Source: an optimization exercise on an open RTL-to-GDS flow (aim: small area). Production flows keep margins and buffers that such runs may drop. The RTL was checked by simulation tests, not by an equivalence proof against the original design. Power and IR drop assume default switching activity.

File: flow/run.sh
#!/bin/bash
# The standard ORFS layout with these changes:
#  - ABC maps the combinational logic with an area-oriented script
#    (flow/abc_area.script); the rest of the synthesis is the standard flow's own, so the
#    registers, their names and their cells are the standard synthesis's;
#  - the port buffers use the smallest buffer cell;

# Each tool's output goes to make_finish.log here and to ORFS's per-step logs
# under orfs/logs/.
set -euo pipefail
here=$(pwd)

sed 's#log_cmd abc {\*}\$abc_args#log_cmd abc -script '"$here"'/flow/abc_area.script {*}[lrange $abc_args 2 end]#' \
    "$FLOW_HOME/scripts/synth.tcl" > synth_area.tcl
grep -q 'flow/abc_area.script' synth_area.tcl
sed 's#source \$::env(SCRIPTS_DIR)/synth.tcl#source '"$here"'/synth_area.tcl#' synth_recipe.tcl > synth_top.tcl
grep -q 'synth_area.tcl' synth_top.tcl
sed 's#SYNTH_SCRIPT=[^ ]*#SYNTH_SCRIPT='"$here"'/synth_top.tcl#' standard.sh > layout.sh
grep -q 'synth_top.tcl' layout.sh

export BUFFER_PORTS_ARGS="-buffer_cell sky130_fd_sc_hd__buf_1"
bash layout.sh > make_finish.log 2>&1
File: flow/abc_area.script
strash
dc2
dch -f
amap
File: standard.sh
#!/bin/bash
# synth_recipe.tcl (not shown) runs the flow's synth.tcl, then flattens the netlist and writes it again
# the make line also repeats each setting of config.mk as NAME=value (left out here)
make -C /OpenROAD-flow-scripts/flow DESIGN_CONFIG=/design/flow/config.mk WORK_HOME=/design/flow/orfs CLKGATE_MAP_FILE= SYNTH_SCRIPT=/design/flow/synth_recipe.tcl "${@:-finish}"
File: config.mk
export PLATFORM = sky130hd
export DESIGN_NAME = flexpipe_top
export DESIGN_NICKNAME = flexpipe_top
export VERILOG_FILES = /design/flow/design.v
export SDC_FILE = /design/flow/constraint.sdc
export NUM_CORES = 4
export LEC_CHECK = 0
export CAP_MARGIN = 20
export CORE_AREA = 10 10 410 410
export CTS_BUF_LIST = sky130_fd_sc_hd__clkbuf_8
export CTS_CLUSTER_DIAMETER = 50
export CTS_CLUSTER_SIZE = 16
export DIE_AREA = 0 0 420 420
export SLEW_MARGIN = 20
File: constraint.sdc
create_clock -name core_clock -period 5.0 [get_ports {clk}]
set_input_delay 1.0000 -clock core_clock [delete_from_list [all_inputs] [get_ports {clk}]]
set_output_delay 1.0000 -clock core_clock [all_outputs]
set_load 0.01 [all_outputs]
File: design.v
module flexpipe_top (
    input  logic                   clk,
    input  logic                   rst_n,
    input  logic                   dbg_mode,
    output logic [31:0]            dbg_cycle_count,
    input  logic [63:0]            s_axi_awaddr,
    input  logic                   s_axi_awvalid,
    output logic                   s_axi_awready,
    input  logic [31:0]            s_axi_wdata,
    input  logic [3:0]             s_axi_wstrb,
    input  logic                   s_axi_wvalid,
    output logic                   s_axi_wready,
    output logic [1:0]             s_axi_bresp,
    output logic                   s_axi_bvalid,
    input  logic                   s_axi_bready,
    input  logic                   core_idle,
    input  logic                   core_pipeline_drained,
    input  logic                   flip_ack,
    output logic                   request_flip,
    output logic [196:0]           active_config,
    output logic                   layer_start_pulse,
    input  logic [108:0]           core_mem_req,
    input  logic                   core_mem_req_valid,
    output logic                   core_mem_req_ready,
    output logic [267:0]           core_mem_resp,
    output logic                   core_mem_resp_valid,
    output logic [108:0]           mem_master_req,
    output logic                   mem_master_valid,
    input  logic                   mem_master_ready,
    input  logic [267:0]           mem_master_resp,
    input  logic                   mem_master_resp_valid
);
    logic [31:0] dbg_q;
    always @(posedge clk or negedge rst_n) begin
        if (!rst_n)        dbg_q <= 32'd0;
        else if (dbg_mode) dbg_q <= dbg_q + 32'd1;
    end
    assign dbg_cycle_count = dbg_q;
    logic        axi_w, axi_b;
    logic [1:0]  widx;
    logic        wr;
    assign wr = axi_w & s_axi_wvalid;
    always @(posedge clk or negedge rst_n) begin
        if (!rst_n) begin
            axi_w <= 1'b0;
            axi_b <= 1'b0;
            widx  <= 2'd0;
        end else begin
            axi_w <= axi_w ? ~s_axi_wvalid : (~axi_b & s_axi_awvalid);
            axi_b <= axi_b ? ~s_axi_bready : wr;
            if (wr) widx <= widx + 2'd1;
        end
    end
    assign s_axi_awready = ~(axi_w | axi_b);
    assign s_axi_wready  = axi_w;
    assign s_axi_bvalid  = axi_b;
    assign s_axi_bresp   = 2'b00;
    logic [31:0] sh_cc, sh_cb, sh_pw, sh_ds;
    always @(posedge clk) begin
        if (wr && widx == 2'd0) sh_cc <= s_axi_wdata;
        if (wr && widx == 2'd1) sh_cb <= s_axi_wdata;
        if (wr && widx == 2'd2) sh_pw <= s_axi_wdata;
        if (wr && widx == 2'd3) sh_ds <= s_axi_wdata;
    end
    logic        sh_valid, flip_req, start_pulse, act_valid;
    logic [3:0]  epoch;
    logic [31:0] act_cc, act_cb, act_pw, act_ds;
    logic        no_outstanding_active;
    logic        flip;
    assign flip = flip_req & flip_ack;
    always @(posedge clk or negedge rst_n) begin
        if (!rst_n) begin
            sh_valid    <= 1'b0;
            flip_req    <= 1'b0;
            start_pulse <= 1'b0;
            act_valid   <= 1'b0;
            epoch       <= 4'd0;
            act_cc      <= 32'd0;
            act_cb      <= 32'd0;
            act_pw      <= 32'd0;
            act_ds      <= 32'd0;
        end else begin
            sh_valid    <= ~flip & (sh_valid | (wr & widx == 2'd3));
            flip_req    <= flip_req ? ~flip_ack
                                    : (sh_valid & core_idle & core_pipeline_drained & no_outstanding_active);
            start_pulse <= flip;
            if (flip) begin
                act_valid <= 1'b1;
                epoch     <= epoch + 4'd1;
                act_cc    <= sh_cc;
                act_cb    <= sh_cb;
                act_pw    <= sh_pw;
                act_ds    <= sh_ds;
            end
        end
    end
    assign request_flip      = flip_req;
    assign layer_start_pulse = start_pulse;
    assign active_config     = {act_cc, act_cb, act_pw, act_ds, 64'd0, act_valid, epoch};
    logic [7:0] act_cnt;
    logic       core_dec;
    assign core_dec = mem_master_resp_valid & mem_master_resp[1] & ~mem_master_resp[11]
                    & (act_cnt != 8'd0);
    always @(posedge clk or negedge rst_n) begin
        if (!rst_n)                                         act_cnt <= 8'd0;
        else if (core_dec)                                  act_cnt <= act_cnt - 8'd1;
        else if (core_mem_req_valid && mem_master_ready)    act_cnt <= act_cnt + 8'd1;
    end
    assign no_outstanding_active = (act_cnt == 8'd0);
    logic s_pr, s_pw, s_dr, s_dw, s_done;
    logic idle, pf_valid, pf_grant, pf_resp, ep_ok, id_ok;
    logic ptr_hit, data_last, data_hit, more, abort;
    logic [3:0]  walk_epoch;
    logic [31:0] walk_cnt, walk_max;
    logic [63:0] data_addr;
    assign idle      = ~(s_pr | s_pw | s_dr | s_dw | s_done);
    assign pf_valid  = s_pr | s_dr;
    assign pf_grant  = pf_valid & ~core_mem_req_valid & mem_master_ready;
    assign pf_resp   = mem_master_resp_valid & mem_master_resp[11];
    assign ep_ok     = (mem_master_resp[5:2] == epoch);
    assign id_ok     = (mem_master_resp[10:6] == 5'd0);
    assign ptr_hit   = s_pw & pf_resp & ep_ok & id_ok;
    assign data_last = s_dw & pf_resp & ep_ok & mem_master_resp[1];
    assign data_hit  = data_last & id_ok;
    assign more      = (walk_cnt != walk_max);
    assign abort     = ~idle & start_pulse;
    assign walk_epoch = epoch - {3'd0, start_pulse};
    always @(posedge clk or negedge rst_n) begin
        if (!rst_n) begin
            s_pr   <= 1'b0;
            s_pw   <= 1'b0;
            s_dr   <= 1'b0;
            s_dw   <= 1'b0;
            s_done <= 1'b0;
        end else begin
            s_pr   <= ~abort & ((idle & sh_valid) | (s_pr & ~pf_grant) | (data_hit & more));
            s_pw   <= ~abort & ((s_pr & pf_grant) | (s_pw & ~ptr_hit));
            s_dr   <= ~abort & (ptr_hit | (s_dr & ~pf_grant));
            s_dw   <= ~abort & ((s_dr & pf_grant) | (s_dw & ~data_hit));
            s_done <= ~abort & ((data_hit & ~more) | (s_done & sh_valid));
        end
    end
    always @(posedge clk) begin
        if (idle) begin
            walk_cnt <= 32'd0;
            walk_max <= sh_pw;
        end else if (data_last && more) begin
            walk_cnt <= walk_cnt + 32'd1;
        end
    end
    always @(posedge clk) begin
        data_addr <= ({64{s_pw}} & mem_master_resp[75:12]) | ({64{s_dr}} & data_addr);
    end
    logic [108:0] pf_req;
    assign pf_req = {({64{s_pr}} & {29'd0, walk_cnt, 3'd0}) | ({64{s_dr}} & data_addr),
                     26'd0, s_dr, 1'b0, s_pr, 3'd0,
                     pf_valid, 5'd0,
                     {4{pf_valid}} & walk_epoch,
                     s_dr, s_pr,
                     1'b0};
    assign mem_master_valid   = core_mem_req_valid | pf_valid;
    assign mem_master_req     = core_mem_req_valid ? {core_mem_req[108:13], 1'b0, core_mem_req[11:0]}
                                                   : pf_req;
    assign core_mem_req_ready = core_mem_req_valid & mem_master_ready;
    assign core_mem_resp       = mem_master_resp;
    assign core_mem_resp_valid = mem_master_resp_valid & ~mem_master_resp[11];
endmodule
==> run summary, run 1 <==
## Outcome
- finished clean — result of the run

## Clock network
- 100 ps — clock slew at the register clock pins of the worst setup and hold paths
- clkbuf_8 — cell chosen for the clock root
- 0 — number of buffers inserted to repair setup after CTS
- 750 ps — Clk Latency, worst-skew pair
- 3 — Max Buffers Root-to-Sink
- 441 — total clock sinks
- 66 — cts bufs inserted
- yes — clock tree from TritonCTS
- 3 — number of H-tree levels

## Detailed routing
- 14.8k — number of vias in the routed layout
- 0 — Residual DRC
- 108000 um — total wirelength of the detailed-routed design
- 1001 — number of design-rule violations left by the first detailed-router iteration
- 3.43 — post-detailed-route via-to-cell ratio
- 0 — residual antenna-violating net count after detailed routing
- 25.0 um — routed length per instance
- 7 — router iterations before antenna repair

## Timing
- 0 — final setup violation count
- 37.4% — relative max-transition margin
- 359 ps — final hold slack
- 0.221 GHz — f_max
- 90.6% — final worst path period share
- 0 — count of final hold-check violations
- 0 — number of max-slew violations in the final report
- 83.4 ps — Final Skew
- 4530 ps — time the worst path needs with I/O delays and setup
- 939 ps — Worst Tran Pin Value

## Cells and area
- 9.11% — fraction of layout instances using a drive strength above 1
- 15.0% — utilization of the core after routing
- 2663 — final net count
- 17.9k — number of fill cells
- 23800 um2 — post-route cell area
- 24.9% — layout overhead on the synthesized area

## Logic synthesis
- edfxtp_1 (25%), dfrtp_1 (24%), buf_4 (13%) — cell types occupying the most area after synthesis
- 19100 um2 — mapped cell area
- edfxtp_1 — cell type with the highest aggregate area in the netlist
- 40 — number of distinct library cells after synthesis
- 59.6% — share of the yosys chip area belonging to registers
- 25.2% — area share of the largest cell type after synthesis
- 1721 — synthesized netlist cell count
- 11.1 um2 — syn_area_per_cell
- 1 — Yosys Warn Count
- 441 — Seq cells post-synth

## Worst setup path
- flip-flop — kind of capture point of the worst setup path
- flip-flop — sort of element at the start of the critical path
- walk_cnt[26] — FF-to-FF End
- epoch[1] — Reg2Reg Launch Point
- 6 — worst-path maximum fanout
- 24 — depth of the worst register-to-register path
- 470 ps — setup slack of the worst register-to-register path
- reg2reg — critical path type
- 5670 ps — Req. time, crit path
- 5200 ps — arrival time at the worst endpoint

## Global route
- 53 — antenna violations before repair
- 0 — grt total ovfl
- 135000 um — global-route wire length before repair
- 14.3k — number of global-route vias before repair
- 11.4% — total global-route track usage
- 88 — pin count of the biggest net entering global routing

## Power and ir drop
- 0.00862 uW — leakage
- 0.000236 V — worst ir drop on vdd
- 487 nW/um2 — power per standard cell area

## Die
- 176000 um2 — Die Area
- 146 — Row Count
- 159000 um2 — core footprint
- 12.0% — initial core utilization
- 1105 — I/O pin cnt
- 420 um — Die Span X
- 420 um — Die Span Y

## Place
- 22200 um2 — area post-placement
- 0.882 — final weighted congestion of routability-driven global placement
- 89600 um — HPWL reported at the end of detailed placement
- 583 — port bufs

## Run
- 0 — reported max-cap violation count

## Min path
- in2async — class of the most critical hold timing path

[cell families after synthesis]
kind of cell	Yosys count	share of synthesized area, %
AO/OA/AOI/OAI	432	15.2
adder cells (fa/ha/maj)	10	0.656
XOR/XNOR	6	0.276
flip-flops	441	59.6
buffers and inverters	466	15.8
AND/OR/NAND/NOR	365	8.52
other	1	0.0197
[metal layers]
| layer | share of wire (%) | wire length, um | track usage [%] |
|---|---|---|---|
| met3 | 14 | 14500 | 6.78 |
| met2 | 52 | 55600 | 20.7 |
| met5 | 0.68 | 734 | 2.71 |
| met4 | 6.9 | 7450 | 7.23 |
| met1 | 27 | 29300 | 9.11 |
[per-stage QoR]
| step | worst slack (ps) | cells | total power (uW) | TNS, ps |
|---|---|---|---|---|
| detailed placement | -487 | 4168 | 8210 | -1860 |
| global placement | -537 | 4167 | 8120 | -1950 |
| CTS | 40.4 | 4290 | 11900 | 0 |
| floorplan | 175 | 1786 | 6850 | 0 |
| global route | -22.3 | 4303 | 12300 | -22.3 |
| finish | 470 | 4304 | 11600 | 0 |
[worst max-delay path: stages (launching register included)]
cell      delay, ps
dfrtp_1         370
clkinv_1        160
a21oi_1         160
nand4_1         100
a2111o_1        300
nand3b_1        170
buf_4           190
nor2_1          160
buf_4           140
clkinv_1         60
nor2b_1         180
and3_1          200
and3_1          170
and3_1          170
and3_1          200
and3_1          200
and3_1          210
nand3_1         160
nor2_1          170
nand2_1         120
nor3_2          210
clkinv_1        140
nor3_2          200
a21oi_1          90
nor3b_1         180
[report_power, final]
| group | leakage, uW | total (uW) | internal, uW | switching, uW |
|---|---|---|---|---|
| combinational | 0.00318 | 2790 | 977 | 1820 |
| clock | 0.000786 | 3540 | 1690 | 1850 |
| sequential | 0.00465 | 5260 | 4650 | 606 |
| total | 0.00862 | 11600 | 7320 | 4270 |
[worst max-delay path by stage]
stage                              end          startpoint
after global routing      walk_cnt[31]            epoch[0]
final                     walk_cnt[26]            epoch[1]
after detailed placement  walk_cnt[31]  mem_master_resp[2]
after CTS                 walk_cnt[31]            epoch[0]
after global placement    walk_cnt[31]  mem_master_resp[2]
after floorplan           walk_cnt[31]  mem_master_resp[3]
[flip-flops by register name, summed over array words and instances, names as in the netlist, 2 cells and up]
register	flops
data_addr	64
act_cb	32
act_cc	32
act_ds	32
act_pw	32
dbg_q	32
sh_cb	32
sh_cc	32
sh_ds	32
sh_pw	32
walk_cnt	32
walk_max	32
act_cnt	8
epoch	4
widx	2
[synthesized netlist by cell type, drive strengths merged]
master and number:
buf 335, dfrtp 185, edfxtp 160, nor2 133, a22o 131, clkinv 131, o21ai 122, nand2 113
dfxtp 96, a21oi 91, nor2b 44, a22oi 41, nor3 25, nand3 14, nor4 12, a211oi 11
ha 10, and3 9, nand4 6, o22ai 6, a31oi 5, or2 5, xor2 5, a21o 4
o21a 4, a222oi 3, a311oi 3, a2111oi 2, a221oi 2, o211ai 2, o221a 2, a2111o 1
a221o 1, and2 1, conb 1, nand3b 1, nand4b 1, nor3b 1, o32ai 1, xnor2 1
[timing repair]
item                                    in CTS  in global routing
gates cloned                                 0                  0
gates resized for setup                      1                 10
hold buffers                                 0                  0
endpoints found under the setup margin       1                  8
pin swaps                                    0                  6
[layout make-up]
type,instances,area (um2),share of cell area (%)
diodes,14,35.0,0.147
clock buffers,69,950,3.99
clock inverters,53,607,2.55
inverters,131,497,2.09
multi-input cells,879,5050,21.2
flip-flops and latches,441,11400,47.7
well taps,2072,2590,10.9
repair buffers,645,2720,11.4
[cell usage in the layout (no fill, tap or decap), drive strengths merged, types with 66 or more instances in the layout]
cell    count
buf       644
dfrtp     185
edfxtp    160
clkinv    139
nor2      133
a22o      131
o21ai     122
nand2     113
dfxtp      96
a21oi      91
clkbuf     70
conb       66
==> run 2: changes to the inputs <==
--- a/config.mk
+++ b/config.mk
@@ -9,5 +9,5 @@
 export CORE_AREA = 10 10 410 410
-export CTS_BUF_LIST = sky130_fd_sc_hd__clkbuf_8
-export CTS_CLUSTER_DIAMETER = 50
-export CTS_CLUSTER_SIZE = 16
+export CTS_BUF_LIST = sky130_fd_sc_hd__clkbuf_4
+export CTS_CLUSTER_DIAMETER = 30
+export CTS_CLUSTER_SIZE = 8
 export DIE_AREA = 0 0 420 420
==> run 2 against run 1 <==
Against the previous run: total power up 9.8%; cell count up 3.3%; global-route usage up 0.10 points; first-iteration DRC count up 3.0%; critical path depth unchanged; synthesized area unchanged; die area unchanged; routed wire length up 0.57%.
==> run summary, run 2 <==
## Cells and area
- buf_1 (581), dfrtp_1 (184), edfxtp_1 (160), clkinv_1 (142), a22o_1 (131) — leading cell types in the layout, fill and taps excluded
- 64 — number of flip-flops under the largest register name
- data_addr — Top reg by flops
- 12.1% — fraction of layout instances using a drive strength above 1
- 2754 — final net count
- buf_1 — leading cell type in the layout, fill and taps excluded
- 30.5% — layout overhead on the synthesized area
- 4445 — Final Non-Filler Cells

## Worst setup path
- dfrtp_1 — slowest stage cell on the critical path
- 24 — instance count on the critical path
- flip-flop — kind of capture point of the worst setup path
- 24 — depth of the worst register-to-register path
- 6 — worst-path maximum fanout
- clkinv_1, a21oi_1, nand4_1, a2111o_1, nand3b_1, buf_4, nor2_1, buf_4, clkinv_1, nor2b_1, and3_1, and3_1, and3_1, and3_1, and3_1, and3_1, nand3_1, nor2_1, nand2_1, nor3_2, clkinv_1, nor3_2, a21oi_1, nor3b_1 — cell-by-cell trace of the critical path
- reg2reg — critical path type
- flip-flop — sort of element at the start of the critical path
- 6000 ps — Req. time, crit path
- walk_cnt[26] — FF-to-FF End
- and3_1 — most used cell, CP
- simple AND/OR/NAND/NOR gates — largest delay contributor family on the critical path
- epoch[1] — worst setup path startpoint
- walk_cnt[26] — critical path endpoint
- 5 — Buffers & Inverters on Critical Path
- 5640 ps — arrival time at the worst endpoint
- 370 ps — setup slack of the worst register-to-register path
- epoch[1] — Reg2Reg Launch Point
- 380 ps — largest stage delay on the critical path

## Power and ir drop
- 0.00917 uW — leakage
- 36.3% — share of total power in the clock network
- 512 nW/um2 — power per standard cell area
- 0.000256 V — worst ir drop on vdd
- 12700 uW — Total Power
- 4320 uW — sw power
- 41.3% — fraction of power consumed by sequential logic
- 22.4% — combinational group share of total power
- 8400 uW — internal power of the cells
- 34.0% — switching power as a share of total power

## Timing
- 104 ps — Final Skew
- 0.216 GHz — f_max
- 989 ps — Worst Tran Pin Value
- 0 — number of max-slew violations in the final report
- 92.7% — final worst path period share
- true — setup repair after global routing missed its margin
- 0 — final setup violation count
- 4630 ps — time the worst path needs with I/O delays and setup
- 34.1% — relative max-transition margin
- 366 ps — Worst Slack Setup Final
- 0 — count of final hold-check violations

## Clock network
- yes — clock tree from TritonCTS
- 1150 ps — Clk Latency, worst-skew pair
- 0 — number of buffers inserted to repair setup after CTS
- 80 ps — clock slew at the register clock pins of the worst setup and hold paths
- clkbuf_4 — cell chosen for the clock root
- 3 — number of H-tree levels
- 112 — cts bufs inserted
- 441 — total clock sinks
- 3 — Max Buffers Root-to-Sink

## Logic synthesis
- 0% — multiplexer area fraction after synthesis
- buffers and inverters — combinational family with the most area after synthesis
- 0.656% — fraction of the mapped netlist area in adder cells
- 40 — number of distinct library cells after synthesis
- 19100 um2 — mapped cell area
- 441 — Seq cells post-synth
- 11.1 um2 — syn_area_per_cell
- edfxtp_1 (25%), dfrtp_1 (24%), buf_4 (13%) — cell types occupying the most area after synthesis
- 59.6% — share of the yosys chip area belonging to registers
- 42.0% — Post-synth ARST share
- buf_4 (335), dfrtp_1 (185), edfxtp_1 (160) — leading cell types by count after synthesis
- 1 — Yosys Warn Count
- 160 — number of synthesized flops with an enable pin
- 1721 — synthesized netlist cell count
- 0.276% — Synth Area in XOR/XNOR
- 25.2% — area share of the largest cell type after synthesis
- edfxtp_1 — cell type with the highest aggregate area in the netlist
- 8.52% — basic-gate share of the synthesized area counting and, or, nand and nor cells
- dfrtp_1 — Main synth FF type
- buf_4 — most repeated cell in the gate-level netlist after synthesis
- 15.2% — share of the synthesized area in compound gates (AO/OA/AOI/OAI)

## Place
- -487 ps — setup slack after placement
- 4168 — number of cells in the design after placement
- 0.882 — final weighted congestion of routability-driven global placement
- 89600 um — HPWL reported at the end of detailed placement
- 583 — port bufs

## Global route
- 11.5% — total global-route track usage
- 0 — grt total ovfl
- 57 — antenna violations before repair
- 137000 um — global-route wire length before repair
- 88 — pin count of the biggest net entering global routing
- 14.9k — number of global-route vias before repair

## Detailed routing
- 3.44 — post-detailed-route via-to-cell ratio
- 24.4 um — routed length per instance
- 15.3k — number of vias in the routed layout
- 29200 um — sum of routed wire segments on met1
- 1031 — number of design-rule violations left by the first detailed-router iteration
- 0 — Residual DRC
- met5 — highest metal layer with signal wires
- 5 — router iterations before antenna repair
- 14700 um — metal3 WL
- 55800 um — met2 WL post-DR
- 108000 um — total wirelength of the detailed-routed design
- 0 — residual antenna-violating net count after detailed routing

## Outcome
- finished clean — result of the run

## Die
- 12.0% — initial core utilization
- 159000 um2 — core footprint
- 1105 — I/O pin cnt
- 420 um — Die Span Y
- 176000 um2 — Die Area
- 420 um — Die Span X
- 146 — Row Count

## Run
- 0 — reported max-cap violation count

## Min path
- in2reg — class of the most critical hold timing path
- mem_master_resp[61] — source of the worst hold timing path

==> run 2: cells by family (layout without fill, tap and decap cells) <==
kind of cell	count (synthesis)	after routing
fa+ha+maj	10	10
buf+inv	466	1035
compound gates	432	432
other cells	1	84
flops	441	441
simple gates	365	365
xor+xnor	6	6
==> run 2: how the worst min path moves through the flow <==
stage               endpoint  depth (start not counted)  slack, ps
3_5_place_dp   data_addr[24]                          2        430
4_1_cts        data_addr[26]                          3        0.8
3_3_place_gp   data_addr[14]                          2        430
2_1_floorplan  data_addr[63]                          2        410
5_1_grt        data_addr[26]                          3         70
6_report       data_addr[49]                          3        170
==> run 2: worst register-to-register path: stages (launching register included) <==
cell and delay (ps):
dfrtp_1 380, clkinv_1 160, a21oi_1 160, nand4_1 100, a2111o_1 300, nand3b_1 160
buf_4 190, nor2_1 170, buf_4 150, clkinv_1 60, nor2b_1 180, and3_1 210
and3_1 170, and3_1 170, and3_1 200, and3_1 200, and3_1 210, nand3_1 160
nor2_1 180, nand2_1 110, nor3_2 240, clkinv_1 130, nor3_2 210, a21oi_1 90
nor3b_1 180
==> run 2: cell type report <==
class	count	area (um2)
Antenna cell	18	45.0
Clock buffer	125	938
Clock inverter	89	1210
Fill cell	17800	134000
Inverter	131	497
Multi-Input combinational cell	879	5060
Sequential cell	441	11400
Tap cell	2072	2590
Timing Repair Buffer	690	3170
==> run 2: per-stage QoR <==
stage,cell area (um2),hold slack [ps],TNS (ps),util [%]
after detailed placement,22200,435,-1860,14.0
after global placement,22200,427,-1950,14.0
final,24900,173,0,15.7
after floorplan,19300,414,0,-
after CTS,24800,0.755,0,15.6
after global routing,24900,67.2,-80.4,15.7
==> run 2: power groups by stage <==
stage | logic (uW) | registers [uW] | clock network [uW]
finish | 2840 | 5260 | 4620
global route | 3130 | 5350 | 4950
CTS | 2940 | 5270 | 4780
detailed placement | 2870 | 5340 | 0
global placement | 2800 | 5320 | 0
floorplan | 1440 | 5410 | 0
==> run 2: per-layer routing <==
| layer | up-vias | track usage [%] |
|---|---|---|
| met3 | 322 | 7.12 |
| met5 | - | 2.71 |
| met4 | 22 | 7.82 |
| met1 | 7277 | 8.98 |
| li1 | 6853 | - |
| met2 | 827 | 20.7 |
==> run 2: timing repair <==
| action | in CTS | in global routing |
|---|---|---|
| endpoints found under the setup margin | 0 | 10 |
| gates resized for setup | 0 | 12 |
| hold buffers | 45 | 0 |
| endpoints found under the hold margin | 88 | 0 |
==> run 3: changes to the inputs <==
--- a/config.mk
+++ b/config.mk
@@ -9,5 +9,5 @@
 export CORE_AREA = 10 10 410 410
-export CTS_BUF_LIST = sky130_fd_sc_hd__clkbuf_4
-export CTS_CLUSTER_DIAMETER = 30
-export CTS_CLUSTER_SIZE = 8
+export CTS_BUF_LIST = sky130_fd_sc_hd__clkbuf_2 sky130_fd_sc_hd__clkbuf_4 sky130_fd_sc_hd__clkbuf_8
+export CTS_CLUSTER_DIAMETER = 40
+export CTS_CLUSTER_SIZE = 12
 export DIE_AREA = 0 0 420 420
==> run 3 against run 2 <==
Against the previous run: still clean; first-iteration DRC count shrank 6.9%; cell count down 2.3%; critical endpoint unchanged; worst setup slack better by 63 ps; utilization down 0.48 points; clock skew is 64 ps lower; total power decreased by 5.9%; synthesized cell count unchanged.
==> run summary, run 3 <==
## Outcome
- finished clean — result of the run

## Power and ir drop
- 4360 uW — sw power
- 36.4% — switching power as a share of total power
- 43.9% — fraction of power consumed by sequential logic
- 0.000223 V — worst ir drop on vdd
- 23.3% — combinational group share of total power
- 7620 uW — internal power of the cells
- 12000 uW — Total Power
- 0.00874 uW — leakage
- 32.7% — share of total power in the clock network
- 497 nW/um2 — power per standard cell area

## Worst setup path
- 430 ps — setup slack of the worst register-to-register path
- 5 — Buffers & Inverters on Critical Path
- reg2reg — critical path type
- simple AND/OR/NAND/NOR gates — largest delay contributor family on the critical path
- 24 — depth of the worst register-to-register path
- clkinv_1, a21oi_1, nand4_1, a2111o_1, nand3b_1, buf_4, nor2_1, buf_4, clkinv_1, nor2b_1, and3_1, and3_1, and3_1, and3_1, and3_1, and3_1, nand3_1, nor2_1, nand2_1, nor3_2, clkinv_1, nor3_2, a21oi_1, nor3b_1 — cell-by-cell trace of the critical path
- walk_cnt[26] — FF-to-FF End
- 6 — worst-path maximum fanout
- epoch[1] — Reg2Reg Launch Point
- 5230 ps — arrival time at the worst endpoint
- dfrtp_1 — slowest stage cell on the critical path
- epoch[1] — worst setup path startpoint
- 24 — instance count on the critical path
- 380 ps — largest stage delay on the critical path
- flip-flop — sort of element at the start of the critical path
- 5660 ps — Req. time, crit path
- walk_cnt[26] — critical path endpoint
- and3_1 — most used cell, CP
- flip-flop — kind of capture point of the worst setup path

## Logic synthesis
- edfxtp_1 (25%), dfrtp_1 (24%), buf_4 (13%) — cell types occupying the most area after synthesis
- 42.0% — Post-synth ARST share
- 441 — Seq cells post-synth
- 59.6% — share of the yosys chip area belonging to registers
- 11.1 um2 — syn_area_per_cell
- 1 — Yosys Warn Count
- 1721 — synthesized netlist cell count
- buf_4 — most repeated cell in the gate-level netlist after synthesis
- 19100 um2 — mapped cell area
- dfrtp_1 — Main synth FF type
- 25.2% — area share of the largest cell type after synthesis
- buf_4 (335), dfrtp_1 (185), edfxtp_1 (160) — leading cell types by count after synthesis
- edfxtp_1 — cell type with the highest aggregate area in the netlist
- 160 — number of synthesized flops with an enable pin
- 40 — number of distinct library cells after synthesis

## Cells and area
- buf_1 — leading cell type in the layout, fill and taps excluded
- 26.4% — layout overhead on the synthesized area
- buf_1 (581), dfrtp_1 (184), edfxtp_1 (160), clkinv_1 (131), a22o_1 (131) — leading cell types in the layout, fill and taps excluded
- 2678 — final net count
- 5050 um2 — area of combinational cells with multiple inputs
- data_addr — Top reg by flops
- 17.9k — number of fill cells
- 10.4% — fraction of layout instances using a drive strength above 1
- 64 — number of flip-flops under the largest register name
- 11400 um2 — register area
- 4341 — Final Non-Filler Cells

## Timing
- 0.219 GHz — f_max
- 345 ps — final hold slack
- 39.3 ps — Final Skew
- 4570 ps — time the worst path needs with I/O delays and setup
- 0 — count of final hold-check violations
- 35.0% — relative max-transition margin
- 91.4% — final worst path period share
- 976 ps — Worst Tran Pin Value
- 0 ps — Total Negative Setup Slacks
- 0 — number of max-slew violations in the final report
- 0 — final setup violation count
- 429 ps — Worst Slack Setup Final

## Global route
- 14.5k — number of global-route vias before repair
- 136000 um — global-route wire length before repair
- 0 — grt total ovfl
- 88 — pin count of the biggest net entering global routing
- 11.5% — total global-route track usage
- 54 — antenna violations before repair

## Clock network
- 0 — Post-CTS Hold Buffers
- 3 — number of H-tree levels
- 0 — post-CTS sizing
- clkbuf_8 — cell chosen for the clock root
- 70 ps — clock slew at the register clock pins of the worst setup and hold paths
- 3 — Max Buffers Root-to-Sink
- 0 — number of buffers inserted to repair setup after CTS
- 441 — total clock sinks
- 81 — cts bufs inserted
- yes — clock tree from TritonCTS
- 760 ps — Clk Latency, worst-skew pair

## Die
- 12.0% — initial core utilization
- 420 um — Die Span Y
- 146 — Row Count
- 159000 um2 — core footprint
- 176000 um2 — Die Area
- 1105 — I/O pin cnt
- 420 um — Die Span X

## Detailed routing
- 0 — Residual DRC
- 0 — residual antenna-violating net count after detailed routing
- 960 — number of design-rule violations left by the first detailed-router iteration
- 107000 um — total wirelength of the detailed-routed design
- 14.9k — number of vias in the routed layout
- 3.43 — post-detailed-route via-to-cell ratio
- 7 — router iterations before antenna repair
- 24.8 um — routed length per instance

## Place
- 583 — port bufs
- -487 ps — setup slack after placement
- 89600 um — HPWL reported at the end of detailed placement
- 0.882 — final weighted congestion of routability-driven global placement
- 4168 — number of cells in the design after placement

## Min path
- in2async — class of the most critical hold timing path

## Run
- 0 — reported max-cap violation count

-- run 3: cell counts after synthesis --
Identical to the previous run, type by type.
-- run 3: kinds of logic (layout without fill, tap and decap cells) --
logic type	Yosys count	in the layout	share of synthesized area, %
xor+xnor	6	6	0.276
other cells	1	87	0.0197
fa+ha+maj	10	10	0.656
simple gates	365	365	8.52
flops	441	441	59.6
buf+inv	466	928	15.8
compound gates	432	432	15.2
-- run 3: routing by layer --
metal,track usage (%),share of wire (%)
met1,9.16,27
met2,20.5,51
met3,6.91,14
met4,7.66,7.4
met5,1.83,0.49
-- run 3: final cells by class --
type	instances	share of cell area, %
Antenna cell	21	0.218
Clock inverter	60	2.51
Tap cell	2072	10.8
Sequential cell	441	47.1
Inverter	131	2.06
Timing Repair Buffer	645	11.3
Clock buffer	92	5.07
Multi-Input combinational cell	879	20.9
-- run 3: stage by stage --
stage	instance area, um2	utilization (%)
6_report	24100	15.2
5_1_grt	24100	15.2
4_1_cts	24000	15.1
3_5_place_dp	22200	14.0
3_3_place_gp	22200	14.0
2_1_floorplan	19300	-
-- run 3: power groups by stage --
| stage | sequential, uW | combinational [uW] | clock [uW] |
|---|---|---|---|
| global placement | 5320 | 2800 | 0 |
| global route | 5350 | 3080 | 4250 |
| detailed placement | 5340 | 2870 | 0 |
| floorplan | 5410 | 1440 | 0 |
| CTS | 5280 | 2890 | 4080 |
| finish | 5260 | 2800 | 3920 |
-- run 3: worst min path at each step --
stage / startpoint / end / slack [ps] / cells past startpoint
floorplan: data_addr[63] / data_addr[63] / 410 / 2
global placement: data_addr[14] / data_addr[14] / 430 / 2
detailed placement: data_addr[24] / data_addr[24] / 430 / 2
CTS: rst_n / act_ds[23] / 250 / 1
global route: rst_n / act_ds[23] / 280 / 1
finish: rst_n / dbg_q[4] / 350 / 1
-- run 3: worst reg2reg max path, delay by kind of cell, from the launching register on --
kind,cells,cell delay [ps]
flops,1,380
compound gates,3,560
buf+inv,5,690
simple gates,16,2850
==> run 4: changes to the inputs <==
--- a/flow/run.sh
+++ b/flow/run.sh
@@ -21,2 +21,3 @@
 export BUFFER_PORTS_ARGS="-buffer_cell sky130_fd_sc_hd__buf_1"
+export IO_PLACER_V="met2 met4"
 bash layout.sh > make_finish.log 2>&1
==> config.mk (replaced) <==
export PLATFORM = sky130hd
export DESIGN_NAME = flexpipe_top
export DESIGN_NICKNAME = flexpipe_top
export VERILOG_FILES = /design/flow/design.v
export SDC_FILE = /design/flow/constraint.sdc
export NUM_CORES = 4
export LEC_CHECK = 0
export CAP_MARGIN = 20
export CORE_AREA = 5 5 315 315
export CTS_BUF_LIST = sky130_fd_sc_hd__clkbuf_8
export CTS_CLUSTER_DIAMETER = 50
export CTS_CLUSTER_SIZE = 16
export DIE_AREA = 0 0 320 320
export SLEW_MARGIN = 20
==> run 4 against run 3 <==
Against the previous run: sequential power about the same; die area down 42%; critical path depth unchanged; non-clock buffer count fell by 6; total power down 6.3%; cell count decreased by 20%; count of clock-buffer cells in the layout shrank 33; routed wire length is 21% lower; clock skew is 14 ps lower; combinational power about the same; sequential cell count did not move; largest power group unchanged.
==> run summary, run 4 <==
## Outcome
- finished clean — result of the run

## Detailed routing
- 14.7k — number of vias in the routed layout
- 0 — Residual DRC
- 24.5 um — routed length per instance
- 85400 um — total wirelength of the detailed-routed design
- 5 — router iterations before antenna repair
- 10600 um — metal3 WL
- 39100 um — met2 WL post-DR
- 0 — residual antenna-violating net count after detailed routing
- 31600 um — sum of routed wire segments on met1
- 4.24 — post-detailed-route via-to-cell ratio
- 930 — number of design-rule violations left by the first detailed-router iteration
- met5 — highest metal layer with signal wires

## Logic synthesis
- 25.2% — area share of the largest cell type after synthesis
- 59.6% — share of the yosys chip area belonging to registers
- 160 — number of synthesized flops with an enable pin
- 40 — number of distinct library cells after synthesis
- 1721 — synthesized netlist cell count
- 42.0% — Post-synth ARST share
- edfxtp_1 — cell type with the highest aggregate area in the netlist
- buf_4 (335), dfrtp_1 (185), edfxtp_1 (160) — leading cell types by count after synthesis
- buf_4 — most repeated cell in the gate-level netlist after synthesis
- dfrtp_1 — Main synth FF type
- 1 — Yosys Warn Count
- 441 — Seq cells post-synth
- 19100 um2 — mapped cell area
- edfxtp_1 (25%), dfrtp_1 (24%), buf_4 (13%) — cell types occupying the most area after synthesis
- 11.1 um2 — syn_area_per_cell

## Worst setup path
- flip-flop — kind of capture point of the worst setup path
- 5600 ps — Req. time, crit path
- flip-flop — sort of element at the start of the critical path
- 5130 ps — arrival time at the worst endpoint
- reg2reg — critical path type
- 6 — worst-path maximum fanout

## Power and ir drop
- 0.00851 uW — leakage
- 37.6% — switching power as a share of total power
- 28.3% — share of total power in the clock network
- 7000 uW — internal power of the cells
- 497 nW/um2 — power per standard cell area
- 24.8% — combinational group share of total power
- 11200 uW — Total Power
- 46.9% — fraction of power consumed by sequential logic
- 4230 uW — sw power
- 0.000302 V — worst ir drop on vdd

## Clock network
- 3 — Max Buffers Root-to-Sink
- yes — clock tree from TritonCTS
- 441 — total clock sinks
- 90 ps — clock slew at the register clock pins of the worst setup and hold paths
- 59 — cts bufs inserted
- 2 — number of H-tree levels
- 0 — Post-CTS Hold Buffers
- clkbuf_8 — cell chosen for the clock root
- 730 ps — Clk Latency, worst-skew pair

## Min path
- in2async — class of the most critical hold timing path

## Run
- 0 — reported max-cap violation count

## Timing
- 0 ps — Total Negative Setup Slacks
- 996 ps — Worst Tran Pin Value
- 4530 ps — time the worst path needs with I/O delays and setup
- 25.1 ps — Final Skew
- 0 — count of final hold-check violations
- 468 ps — Worst Slack Setup Final
- 33.6% — relative max-transition margin
- 0 — number of max-slew violations in the final report
- 0.221 GHz — f_max
- 0 — final setup violation count
- 90.6% — final worst path period share

## Global route
- 131 — pin count of the biggest net entering global routing
- 14.5k — number of global-route vias before repair
- 25 — antenna violations before repair
- 114000 um — global-route wire length before repair
- 0 — grt total ovfl
- 15.6% — total global-route track usage

## Die
- 320 um — Die Span Y
- 113 — Row Count
- 1105 — I/O pin cnt
- 95200 um2 — core footprint
- 20.0% — initial core utilization
- 102000 um2 — Die Area
- 320 um — Die Span X

## Cells and area
- 8.67% — fraction of layout instances using a drive strength above 1
- 18.6% — layout overhead on the synthesized area
- 10.3k — number of fill cells
- buf_1 (581), dfrtp_1 (184), edfxtp_1 (160), a22o_1 (131), nor2_1 (130) — leading cell types in the layout, fill and taps excluded
- 64 — number of flip-flops under the largest register name
- buf_1 — leading cell type in the layout, fill and taps excluded
- data_addr — Top reg by flops
- 2650 — final net count

## Place
- 0.895 — final weighted congestion of routability-driven global placement
- -464 ps — setup slack after placement
- 68300 um — HPWL reported at the end of detailed placement
- 583 — port bufs

==> run 4: cell counts after synthesis <==
Identical to the previous run, type by type.
==> run 4: worst max-delay path, cell delays in order, from the launching register on <==
cell and delay [ps]:
dfxtp_1 510, clkinv_1 240, a221o_1 340, a2111oi_0 470
nand4_1 320, nor3_2 300, nor2_1 100, buf_4 150
clkinv_1 50, nor2b_1 50, and3_4 180, and3_1 180
and3_1 200, and3_1 180, and3_1 190, and3_1 190
nand3_1 150, nor2_1 80, nand2_1 110, nor3_2 60
clkinv_1 60, buf_4 100, nor2_1 30, a21oi_1 120
nor2_1 50
==> run 4: power groups by stage <==
| stage | logic, uW | clock network [uW] | registers [uW] |
|---|---|---|---|
| 2_1_floorplan | 1440 | 0 | 5410 |
| 3_3_place_gp | 2800 | 0 | 5320 |
| 3_5_place_dp | 2840 | 0 | 5330 |
| 4_1_cts | 2850 | 3330 | 5270 |
| 5_1_grt | 3080 | 3460 | 5380 |
| 6_report | 2790 | 3180 | 5260 |
==> run 4: through the flow <==
stage	util [%]	hold slack [ps]	cell area, um2	instances
3_5_place_dp	22.2	436	21100	3354
5_1_grt	23.7	172	22600	3473
3_3_place_gp	22.2	428	21100	3354
2_1_floorplan	-	414	19300	1786
4_1_cts	23.6	140	22500	3466
6_report	23.7	225	22600	3479
==> run 4: area by class of cell <==
type	instances	area [um2]	area share [%]
Tap cell	1265	1580	7.00
Inverter	131	498	2.20
Timing Repair Buffer	639	2680	11.9
Clock buffer	59	812	3.59
Antenna cell	12	30.0	0.133
Sequential cell	441	11400	50.3
Clock inverter	53	569	2.52
Multi-Input combinational cell	879	5070	22.4
==> run 4: kinds of logic (layout without fill, tap and decap cells) <==
group           count (synthesis)  in the layout  synth area share (%)
xor+xnor                        6              6                 0.276
simple gates                  365            365                  8.52
fa+ha+maj                      10             10                 0.656
buf+inv                       466            882                  15.8
compound gates                432            432                  15.2
flops                         441            441                  59.6
other cells                     1             78                0.0197
==> run 4: timing repair <==
action,CTS,global route
gates resized for setup,0,15
buffers inserted,0,1
setup endpoints to repair,0,11
==> run 4: path summary, 6_finish.rpt <==
| kind | startpoint | cells past startpoint | slack (ps) | endpoint |
|---|---|---|---|---|
| setup / recovery | walk_cnt[8] | 24 | 470 | walk_cnt[20] |
| hold / removal | rst_n | 1 | 230 | act_cc[16] |
| setup reg to reg | walk_cnt[8] | 24 | 470 | walk_cnt[20] |
| hold reg to reg | data_addr[36] | 2 | 450 | data_addr[36] |
| max in group asynchronous | rst_n | 2 | 3770 | act_cb[6] |
| min in group core_clock | s_axi_bready | 2 | 420 | axi_b |
==> run 4: per-layer routing <==
metal  global-route usage (%)  vias up
li1                         -     6576
met1                     17.5     6859
met2                     25.0      916
met3                     8.32      376
met4                     6.13       12
met5                     2.69        -
==> run 5: changes to the inputs <==
--- a/config.mk
+++ b/config.mk
@@ -8,3 +8,3 @@
 export CAP_MARGIN = 20
-export CORE_AREA = 5 5 315 315
+export CORE_AREA = 5 5 245 245
 export CTS_BUF_LIST = sky130_fd_sc_hd__clkbuf_8
@@ -12,3 +12,3 @@
 export CTS_CLUSTER_SIZE = 16
-export DIE_AREA = 0 0 320 320
+export DIE_AREA = 0 0 250 250
 export SLEW_MARGIN = 20
==> run 5 against run 4 <==
Against the previous run: worst setup slack worse by 82 ps; hold slack better by 220 ps; maximum frequency shrank 1.8%; critical path depth is the same; cell count down 15%; sequential share of layout area up 2.8 points; first-iteration DRC count rose by 41%; synthesized cell count stayed put; design area down 5.2%.
==> run summary, run 5 <==
## Outcome
- finished clean — result of the run

## Logic synthesis
- 160 — number of synthesized flops with an enable pin
- 42.0% — Post-synth ARST share
- buf_4 (335), dfrtp_1 (185), edfxtp_1 (160) — leading cell types by count after synthesis
- 59.6% — share of the yosys chip area belonging to registers
- 25.2% — area share of the largest cell type after synthesis
- edfxtp_1 — cell type with the highest aggregate area in the netlist
- dfrtp_1 — Main synth FF type
- 441 — Seq cells post-synth
- 1721 — synthesized netlist cell count
- 1 — Yosys Warn Count
- buf_4 — most repeated cell in the gate-level netlist after synthesis
- 40 — number of distinct library cells after synthesis
- edfxtp_1 (25%), dfrtp_1 (24%), buf_4 (13%) — cell types occupying the most area after synthesis
- 19100 um2 — mapped cell area
- 11.1 um2 — syn_area_per_cell

## Die
- 250 um — Die Span X
- 62500 um2 — Die Area
- 250 um — Die Span Y
- 57400 um2 — core footprint
- 1105 — I/O pin cnt
- 33.2% — initial core utilization
- 88 — Row Count

## Place
- 81600 um — HPWL reported at the end of detailed placement
- 1.01 — final weighted congestion of routability-driven global placement
- -507 ps — setup slack after placement
- 583 — port bufs

## Power and ir drop
- 50.8% — fraction of power consumed by sequential logic
- 36.3% — switching power as a share of total power
- 3760 uW — sw power
- 22.8% — share of total power in the clock network
- 26.5% — combinational group share of total power
- 0.00829 uW — leakage
- 0.000328 V — worst ir drop on vdd
- 6600 uW — internal power of the cells
- 484 nW/um2 — power per standard cell area

## Worst setup path
- walk_cnt[11] — Reg2Reg Launch Point
- 5 — worst-path maximum fanout
- 5540 ps — Req. time, crit path
- flip-flop — sort of element at the start of the critical path
- 5150 ps — arrival time at the worst endpoint
- 390 ps — setup slack of the worst register-to-register path
- flip-flop — kind of capture point of the worst setup path
- reg2reg — critical path type
- walk_cnt[24] — critical path endpoint
- walk_cnt[11] — worst setup path startpoint
- walk_cnt[24] — FF-to-FF End
- 24 — depth of the worst register-to-register path

## Detailed routing
- 99400 um — total wirelength of the detailed-routed design
- 5.16 — post-detailed-route via-to-cell ratio
- 33.7 um — routed length per instance
- 15.2k — number of vias in the routed layout
- 0 — Residual DRC
- 0 — residual antenna-violating net count after detailed routing
- 5 — router iterations before antenna repair
- 1307 — number of design-rule violations left by the first detailed-router iteration

## Clock network
- 41 — cts bufs inserted
- clkbuf_8 — cell chosen for the clock root
- 2 — number of H-tree levels
- 3 — Max Buffers Root-to-Sink
- 100 ps — clock slew at the register clock pins of the worst setup and hold paths
- 0 — Post-CTS Hold Buffers
- yes — clock tree from TritonCTS
- 441 — total clock sinks
- 640 ps — Clk Latency, worst-skew pair

## Timing
- 0.217 GHz — f_max
- 44.1 ps — Final Skew
- 0 — final setup violation count
- 0 — number of max-slew violations in the final report
- 30.1% — relative max-transition margin
- 386 ps — Worst Slack Setup Final
- 0 — count of final hold-check violations
- 4610 ps — time the worst path needs with I/O delays and setup
- 92.3% — final worst path period share
- 1050 ps — Worst Tran Pin Value

## Cells and area
- 64 — number of flip-flops under the largest register name
- 12.3% — layout overhead on the synthesized area
- 2633 — final net count
- 37.3% — utilization of the core after routing
- buf_1 — leading cell type in the layout, fill and taps excluded
- data_addr — Top reg by flops
- buf_1 (581), dfrtp_1 (184), edfxtp_1 (160), a22o_1 (131), nor2_1 (130) — leading cell types in the layout, fill and taps excluded
- 6.60% — fraction of layout instances using a drive strength above 1

## Run
- 0 — reported max-cap violation count

## Global route
- 30.0% — total global-route track usage
- 0 — grt total ovfl
- 74 — pin count of the biggest net entering global routing
- 130000 um — global-route wire length before repair
- 14.7k — number of global-route vias before repair
- 37 — antenna violations before repair

## Min path
- data_addr[63] — source of the worst hold timing path
- reg2reg — class of the most critical hold timing path

[run 5: critical path: stages (launching register included)]
cell and delay, ps:
dfxtp_1 450, clkinv_1 230, a21oi_1 180, o211ai_1 90, a2111oi_0 480, nand4_1 260
nor3_1 560, nor2_2 80, buf_4 170, clkinv_1 50, nor2b_1 50, and3_1 200
and3_1 180, and3_1 190, and3_1 180, and3_1 190, and3_1 200, nand3_1 150
nor2_1 70, nand2_1 90, nor3_2 60, clkinv_1 60, nor3_1 50, buf_4 130
nor3_1 180
[run 5: how the worst min path moves through the flow]
stage                          to  slack (ps)  cells past startpoint
global route           act_cb[12]         480                      1
detailed placement  data_addr[63]         430                      2
floorplan           data_addr[63]         410                      2
CTS                 data_addr[63]         450                      2
finish              data_addr[63]         450                      2
global placement    data_addr[63]         420                      2
[run 5: layout make-up]
cell class / count / area (um2)
antenna: 14 / 35.0
clock buffer: 42 / 578
clock inverter: 34 / 293
fill: 5869 / 36000
inverter: 131 / 497
multi-input combinational: 879 / 5040
sequential: 441 / 11400
tap: 765 / 957
timing repair buffer: 640 / 2650
[run 5: power groups by stage]
stage	clock network [uW]	registers, uW	logic [uW]
after floorplan	0	5410	1440
after global placement	0	5290	2690
after detailed placement	0	5310	2740
after CTS	2400	5250	2760
after global routing	2530	5350	2970
final	2360	5260	2740
[run 5: cells by family after synthesis]
| logic type | Yosys count | share of synthesized area [%] |
|---|---|---|
| buffers and inverters | 466 | 15.8 |
| AND/OR/NAND/NOR | 365 | 8.52 |
| AO/OA/AOI/OAI | 432 | 15.2 |
| XOR/XNOR | 6 | 0.276 |
| other | 1 | 0.0197 |
| flip-flops | 441 | 59.6 |
| adder cells (fa/ha/maj) | 10 | 0.656 |
[run 5: per-stage QoR]
step | instance area (um2) | power [uW] | instances | hold slack, ps | TNS (ps)
floorplan | 19300 | 6850 | 1786 | 414 | 0
global placement | 20500 | 7980 | 2855 | 423 | -1430
detailed placement | 20500 | 8050 | 2855 | 431 | -1940
CTS | 21300 | 10400 | 2931 | 451 | 0
global route | 21400 | 10900 | 2938 | 476 | -16.8
finish | 21400 | 10400 | 2946 | 447 | 0
[run 5: timing repair]
item,in CTS,in global routing
gates resized for setup,0,10
setup endpoints to repair,0,7
buffers inserted,0,1
[run 5: per-layer routing]
| layer | up-vias | global-route usage (%) | wire length [um] |
|---|---|---|---|
| li1 | 6507 | - | - |
| met1 | 7172 | 30.4 | 31900 |
| met2 | 1029 | 38.9 | 37700 |
| met3 | 437 | 30.5 | 22200 |
| met4 | 48 | 14.7 | 6600 |
| met5 | - | 8.96 | 968 |
==> run 6: changes to the inputs <==
--- a/flow/run.sh
+++ b/flow/run.sh
@@ -22,2 +22,3 @@
 export IO_PLACER_V="met2 met4"
+export SKIP_REPAIR_TIE_FANOUT=1
 bash layout.sh > make_finish.log 2>&1
--- a/config.mk
+++ b/config.mk
@@ -8,3 +8,3 @@
 export CAP_MARGIN = 20
-export CORE_AREA = 5 5 245 245
+export CORE_AREA = 5 5 275 275
 export CTS_BUF_LIST = sky130_fd_sc_hd__clkbuf_8
@@ -12,3 +12,3 @@
 export CTS_CLUSTER_SIZE = 16
-export DIE_AREA = 0 0 250 250
+export DIE_AREA = 0 0 280 280
 export SLEW_MARGIN = 20
==> run 6 against run 5 <==
Against the previous run: clock skew rose by 7.1 ps; largest cell class unchanged; global-route usage fell by 5.3 points; largest power group unchanged; highest routed layer unchanged; total power rose by 1.4%; sequential cell count did not move; routed wire length rose by 3.4%; synthesized cell count did not move; critical path depth rose by 2; critical endpoint is now walk_cnt[20]; cell count rose by 4.3%; still clean on timing, DRC and antenna; design area rose by 0.29%; non-clock buffer count fell by 6; register-to-register slack improved by 60 ps.
==> run summary, run 6 <==
## Outcome
- finished clean — result of the run

## Global route
- 0 — grt total ovfl
- 24.1% — met1 global-route usage
- 34.6% — met2 layer usage reported by global route
- 79 — pin count of the biggest net entering global routing
- 22.0% — met3 global-route usage
- 132000 um — global-route wire length before repair
- met2 — GRT busiest layer
- 39 — antenna violations before repair
- 24.7% — total global-route track usage
- 14.3k — number of global-route vias before repair

## Clock network
- 0 — Post-CTS Hold Buffers
- 3 — Max Buffers Root-to-Sink
- 650 ps — Clk Latency, worst-skew pair
- 2 — number of H-tree levels
- yes — clock tree from TritonCTS
- 0 — number of buffers inserted to repair setup after CTS
- 100 ps — clock slew at the register clock pins of the worst setup and hold paths
- 0 — post-CTS sizing
- 441 — total clock sinks
- 44 — cts bufs inserted
- clkbuf_8 — cell chosen for the clock root

## Logic synthesis
- 160 — number of synthesized flops with an enable pin
- 441 — Seq cells post-synth
- 19100 um2 — mapped cell area
- 11.1 um2 — syn_area_per_cell
- 42.0% — Post-synth ARST share
- 1721 — synthesized netlist cell count
- 59.6% — share of the yosys chip area belonging to registers
- edfxtp_1 — cell type with the highest aggregate area in the netlist
- 25.2% — area share of the largest cell type after synthesis
- dfrtp_1 — Main synth FF type
- buf_4 (335), dfrtp_1 (185), edfxtp_1 (160) — leading cell types by count after synthesis
- buf_4 — most repeated cell in the gate-level netlist after synthesis
- 1 — Yosys Warn Count
- edfxtp_1 (25%), dfrtp_1 (24%), buf_4 (13%) — cell types occupying the most area after synthesis
- 40 — number of distinct library cells after synthesis

## Cells and area
- 6.76% — fraction of layout instances using a drive strength above 1
- 29.6% — utilization of the core after routing
- 3073 — Final Non-Filler Cells
- 64 — number of flip-flops under the largest register name
- data_addr — Top reg by flops
- buf_1 — leading cell type in the layout, fill and taps excluded
- 21500 um2 — post-route cell area
- 2565 — final net count
- buf_1 (581), dfrtp_1 (184), edfxtp_1 (160), nor2_1 (131), a22o_1 (131) — leading cell types in the layout, fill and taps excluded
- 12.7% — layout overhead on the synthesized area

## Timing
- 51.2 ps — Final Skew
- 0 — final setup violation count
- 1100 ps — Worst Tran Pin Value
- 0 — count of final hold-check violations
- 26.4% — relative max-transition margin
- 0.220 GHz — f_max
- 91.0% — final worst path period share
- 4550 ps — time the worst path needs with I/O delays and setup
- 0 — number of max-slew violations in the final report

## Detailed routing
- 0 — residual antenna-violating net count after detailed routing
- 1068 — number of design-rule violations left by the first detailed-router iteration
- 4.91 — post-detailed-route via-to-cell ratio
- 5 — router iterations before antenna repair
- 0 — Residual DRC
- 33.4 um — routed length per instance
- 103000 um — total wirelength of the detailed-routed design
- 15.1k — number of vias in the routed layout

## Die
- 99 — Row Count
- 78400 um2 — Die Area
- 1105 — I/O pin cnt
- 280 um — Die Span Y
- 26.3% — initial core utilization
- 280 um — Die Span X
- 72600 um2 — core footprint

## Place
- 583 — port bufs
- 2979 — number of cells in the design after placement
- 20400 um2 — area post-placement
- 84800 um — HPWL reported at the end of detailed placement
- 0.954 — final weighted congestion of routability-driven global placement

## Power and ir drop
- 0.00809 uW — leakage
- 489 nW/um2 — power per standard cell area
- 36.7% — switching power as a share of total power
- 25.8% — combinational group share of total power
- 10500 uW — Total Power
- 24.0% — share of total power in the clock network
- 0.000328 V — worst ir drop on vdd
- 6650 uW — internal power of the cells
- 3860 uW — sw power
- 50.3% — fraction of power consumed by sequential logic

## Run
- 0 — reported max-cap violation count

## Worst setup path
- flip-flop — kind of capture point of the worst setup path
- flip-flop — sort of element at the start of the critical path
- 5 — Buffers & Inverters on Critical Path
- simple AND/OR/NAND/NOR gates — largest delay contributor family on the critical path
- nor3_1 — slowest stage cell on the critical path
- 5050 ps — arrival time at the worst endpoint
- 5 — worst-path maximum fanout
- reg2reg — critical path type
- 5500 ps — Req. time, crit path
- and3_1 — most used cell, CP
- 550 ps — largest stage delay on the critical path

## Min path
- in2async — class of the most critical hold timing path

[run 6: changes by cell type in the layout (fill, tap and decap cells not counted), moves of 2 or more]
cell | before | now
inv_4 | 3 | 1
clkinvlp_4 | 0 | 5
inv_12 | 0 | 3
diode_2 | 14 | 12
conb_1 | 66 | 1
buf_12 | 2 | 4
clkbuf_8 | 42 | 46
clkinv_2 | 7 | 4
inv_8 | 2 | 5
buf_4 | 55 | 47
[run 6: cell families (layout without fill, tap and decap cells)]
family,Yosys count,in the layout,synth area share [%]
adders and majority gates,10,10,0.656
other,1,13,0.0197
xor gates and xnor gates,6,6,0.276
and+or+nand+nor,365,365,8.52
DFF,441,441,59.6
buffers and inverters,466,847,15.8
AOI/OAI and AO/OA,432,432,15.2
[run 6: final timing paths]
kind	endpoint	slack, ps	from	cells past startpoint
setup / recovery	walk_cnt[20]	450	walk_cnt[27]	26
hold / removal	widx[0]	280	rst_n	1
setup reg to reg	walk_cnt[20]	450	walk_cnt[27]	26
hold reg to reg	act_cb[29]	450	sh_cb[29]	1
max in group asynchronous	dbg_q[27]	3720	rst_n	2
min in group core_clock	act_cb[29]	450	sh_cb[29]	1
[run 6: power by group through the flow]
stage          clock network [uW]  logic (uW)  registers (uW)
6_report                     2520        2710            5280
5_1_grt                      2720        2950            5380
2_1_floorplan                   0        1440            5410
3_3_place_gp                    0        2680            5330
3_5_place_dp                    0        2730            5330
4_1_cts                      2570        2740            5270
[run 6: routing by layer]
metal  wire length, um  up-vias
li1                  -     6438
met1             32000     7102
met2             41400      994
met3             20100      508
met4              8550       34
met5               673        -
[run 6: cell type report]
type	instances	area [um2]
sequential	441	11400
fill	7726	51100
inverter	131	495
clock inverter	36	335
clock buffer	46	633
antenna	12	30.0
timing repair buffer	634	2630
multi-input combinational	814	4790
tap	959	1200
[run 6: through the flow]
stage               worst slack [ps]  setup TNS, ps  hold WS [ps]
floorplan                        175              0           414
detailed placement              -505          -1590           435
global route                   -10.2          -10.2           264
CTS                             69.9              0           244
global placement                -499          -1420           423
finish                           449              0           282
==> run 7: changes to the inputs <==
--- a/config.mk
+++ b/config.mk
@@ -13,2 +13,3 @@
 export DIE_AREA = 0 0 280 280
+export GPL_TIMING_DRIVEN = 0
 export SLEW_MARGIN = 20
==> run 7 against run 6 <==
Against the previous run: sequential cell count stayed put; die area unchanged; sequential power shrank 1%; via count up 11%; cell count up 17%; count of clock-buffer cells in the layout grew 1; sequential share of layout area shrank 7.3 points; first-iteration DRC count increased by 0.94%; critical endpoint is now walk_cnt[31]; largest cell class unchanged.
==> run summary, run 7 <==
## Cells and area
- 34.3% — utilization of the core after routing
- buf_1 (774), buf_4 (338), dfrtp_1 (184), edfxtp_1 (160), a22o_1 (131) — leading cell types in the layout, fill and taps excluded
- data_addr — Top reg by flops
- buf_1 — leading cell type in the layout, fill and taps excluded
- 64 — number of flip-flops under the largest register name
- 3601 — Final Non-Filler Cells
- 24900 um2 — post-route cell area
- 7557 — number of fill cells
- 30.7% — layout overhead on the synthesized area
- 18.0% — fraction of layout instances using a drive strength above 1
- 4900 um2 — area of combinational cells with multiple inputs
- 11400 um2 — register area
- 3068 — final net count

## Worst setup path
- epoch[1] — Reg2Reg Launch Point
- flip-flop — kind of capture point of the worst setup path
- walk_cnt[31] — FF-to-FF End
- 5580 ps — Req. time, crit path
- 5060 ps — arrival time at the worst endpoint
- 510 ps — setup slack of the worst register-to-register path
- 6 — worst-path maximum fanout
- 25 — depth of the worst register-to-register path
- reg2reg — critical path type
- flip-flop — sort of element at the start of the critical path

## Die
- 280 um — Die Span X
- 78400 um2 — Die Area
- 280 um — Die Span Y
- 26.3% — initial core utilization
- 1105 — I/O pin cnt
- 99 — Row Count
- 72600 um2 — core footprint

## Logic synthesis
- 1 — Yosys Warn Count
- 42.0% — Post-synth ARST share
- 11.1 um2 — syn_area_per_cell
- edfxtp_1 — cell type with the highest aggregate area in the netlist
- 19100 um2 — mapped cell area
- buf_4 (335), dfrtp_1 (185), edfxtp_1 (160) — leading cell types by count after synthesis
- 160 — number of synthesized flops with an enable pin
- 59.6% — share of the yosys chip area belonging to registers
- 441 — Seq cells post-synth
- 40 — number of distinct library cells after synthesis
- edfxtp_1 (25%), dfrtp_1 (24%), buf_4 (13%) — cell types occupying the most area after synthesis
- 1721 — synthesized netlist cell count
- dfrtp_1 — Main synth FF type
- buf_4 — most repeated cell in the gate-level netlist after synthesis
- 25.2% — area share of the largest cell type after synthesis

## Outcome
- finished clean — result of the run

## Detailed routing
- 1078 — number of design-rule violations left by the first detailed-router iteration
- 6 — router iterations before antenna repair
- 16.7k — number of vias in the routed layout
- 4.65 — post-detailed-route via-to-cell ratio
- 29.4 um — routed length per instance
- 0 — residual antenna-violating net count after detailed routing
- 106000 um — total wirelength of the detailed-routed design
- 0 — Residual DRC

## Clock network
- 441 — total clock sinks
- 44 — cts bufs inserted
- 0 — Post-CTS Hold Buffers
- 670 ps — Clk Latency, worst-skew pair
- 3 — Max Buffers Root-to-Sink
- 2 — number of H-tree levels
- 110 ps — clock slew at the register clock pins of the worst setup and hold paths
- yes — clock tree from TritonCTS
- clkbuf_8 — cell chosen for the clock root

## Global route
- 74 — antenna violations before repair
- 25.4% — total global-route track usage
- 0 — grt total ovfl
- 138000 um — global-route wire length before repair
- 88 — pin count of the biggest net entering global routing
- 15.8k — number of global-route vias before repair

## Timing
- 0 — number of max-slew violations in the final report
- false — setup repair after global routing missed its margin
- 0 — count of final hold-check violations
- 50.4% — relative max-transition margin
- 0.223 GHz — f_max
- 0 ps — Total Negative Setup Slacks
- 4490 ps — time the worst path needs with I/O delays and setup
- 89.7% — final worst path period share
- 68.5 ps — Final Skew
- 0 — final setup violation count
- 747 ps — Worst Tran Pin Value

## Min path
- in2async — class of the most critical hold timing path

## Power and ir drop
- 10900 uW — Total Power
- 438 nW/um2 — power per standard cell area
- 0.00997 uW — leakage
- 0.000333 V — worst ir drop on vdd

## Run
- 0 — reported max-cap violation count

## Place
- 1.02 — final weighted congestion of routability-driven global placement
- 3480 — number of cells in the design after placement
- 776 — port bufs
- 90000 um — HPWL reported at the end of detailed placement
- 23700 um2 — area post-placement

==> run 7: cell counts after synthesis <==
Identical to the previous run, type by type.
==> run 7: layout make-up <==
type	instances	share of cell area, %
timing repair buffer	802	13.6
sequential	441	45.6
clock buffer	47	2.60
multi-input combinational	814	19.7
inverter	131	2.02
clock inverter	35	1.19
antenna	37	0.372
buffer	335	10.1
tap	959	4.82
==> run 7: logic make-up after synthesis <==
| kind of cell | share of synthesized area (%) |
|---|---|
| flops | 59.6 |
| buf+inv | 15.8 |
| compound gates | 15.2 |
| fa+ha+maj | 0.656 |
| xor+xnor | 0.276 |
| simple gates | 8.52 |
| other cells | 0.0197 |
==> run 7: worst max path at each step <==
stage,depth (start not counted),from,to
finish,25,epoch[1],walk_cnt[31]
detailed placement,25,mem_master_resp[2],walk_cnt[31]
floorplan,24,mem_master_resp[3],walk_cnt[31]
CTS,24,epoch[1],walk_cnt[31]
global placement,1,rst_n,act_cnt[3]
global route,23,epoch[1],walk_cnt[26]
==> run 7: power by group <==
part / total (uW) / leakage, uW / internal [uW] / switching, uW
Clock: 2460 / 0.000507 / 1010 / 1450
Sequential: 5220 / 0.00465 / 4650 / 573
Combinational: 3220 / 0.00481 / 1200 / 2020
Total: 10900 / 0.00997 / 6860 / 4050
==> run 7: worst max-delay path, stage by stage (launching register included) <==
cell	delay [ps]
dfrtp_1	420
inv_2	110
nor2_1	60
a21oi_1	120
nand4_1	100
a2111o_1	330
nand3b_1	240
nor2_4	160
nand4_1	180
nor2_4	210
nand2_1	100
nor2_2	130
nand2_1	140
nor4_4	230
nand2_2	130
nor4_4	190
nand2_1	130
nor2_2	130
clkinv_1	110
nor2_2	140
nand2_1	140
nor3_4	240
nand3_4	130
nor3_4	230
a21oi_1	90
a311oi_1	190
==> run 7: timing repair <==
action                     4_1_cts  5_1_grt
setup endpoints to repair        3       10
setup buffers                    0        2
pin swaps                        1        8
resized for setup                8       23
==> run 7: layer usage <==
metal | vias to the layer above | wire length [um] | track usage [%]
li1 | 7473 | - | -
met1 | 7785 | 40200 | 30.5
met2 | 1005 | 46000 | 38.2
met3 | 446 | 12600 | 12.7
met4 | 26 | 6980 | 12.1
met5 | - | 181 | 0
==> run 7: through the flow <==
stage	setup slack, ps	hold slack, ps
final	514	343
after CTS	43.3	287
after detailed placement	-1100	434
after global routing	19.0	331
after global placement	-6980	425
after floorplan	175	414

-- re-timing with driven ports --
Ports are ideal in the flow. The routed layouts listed here were re-timed in OpenROAD. Step 1 (the two cells are an assumption about what drives the block):
set clk [get_ports {clk}]
set_driving_cell -lib_cell sky130_fd_sc_hd__clkbuf_16 $clk
set_driving_cell -lib_cell sky130_fd_sc_hd__buf_2 [delete_from_list [all_inputs] $clk]
Step 2, shift: input delay + t, output delay - t, t = (earliest + latest rising clock arrival at the registers) / 2. This alone moves slack from input paths to output paths. Three values: ideal ports, drivers, drivers and shift; two values: the first two.
| run | t (ns) | setup WS [ns] | hold WS [ns] | worst register clock-pin slew, ns | pins driven straight from the clock port |
|---|---|---|---|---|---|
| run 1 | 0.770 | 0.470 / 0.469 / -0.225 | 0.359 / 0.329 / 0.423 | 0.11 / 0.11 | 1 |
| run 2 | 1.131 | 0.366 / 0.366 / -0.282 | 0.173 / 0.144 / 0.375 | 0.09 / 0.09 | 1 |
| run 3 | 0.797 | 0.429 / 0.429 / -0.314 | 0.345 / 0.312 / 0.437 | 0.08 / 0.08 | 1 |
| run 4 | 0.774 | 0.468 / 0.468 / -0.075 | 0.225 / 0.207 / 0.454 | 0.10 / 0.10 | 1 |
| run 5 | 0.670 | 0.386 / 0.386 / -0.143 | 0.447 / 0.447 / 0.447 | 0.10 / 0.10 | 1 |
| run 6 | 0.673 | 0.449 / 0.449 / -0.178 | 0.282 / 0.261 / 0.450 | 0.11 / 0.11 | 1 |
| run 7 | 0.686 | 0.514 / 0.514 / -0.170 | 0.343 / 0.314 / 0.451 | 0.11 / 0.11 | 1 |
With both steps, setup timing fails in every run listed, where it was met with ideal ports. The setup slack of run 3, which loses most, moves by 0.000 ns with the drivers and by -0.743 ns with both steps.
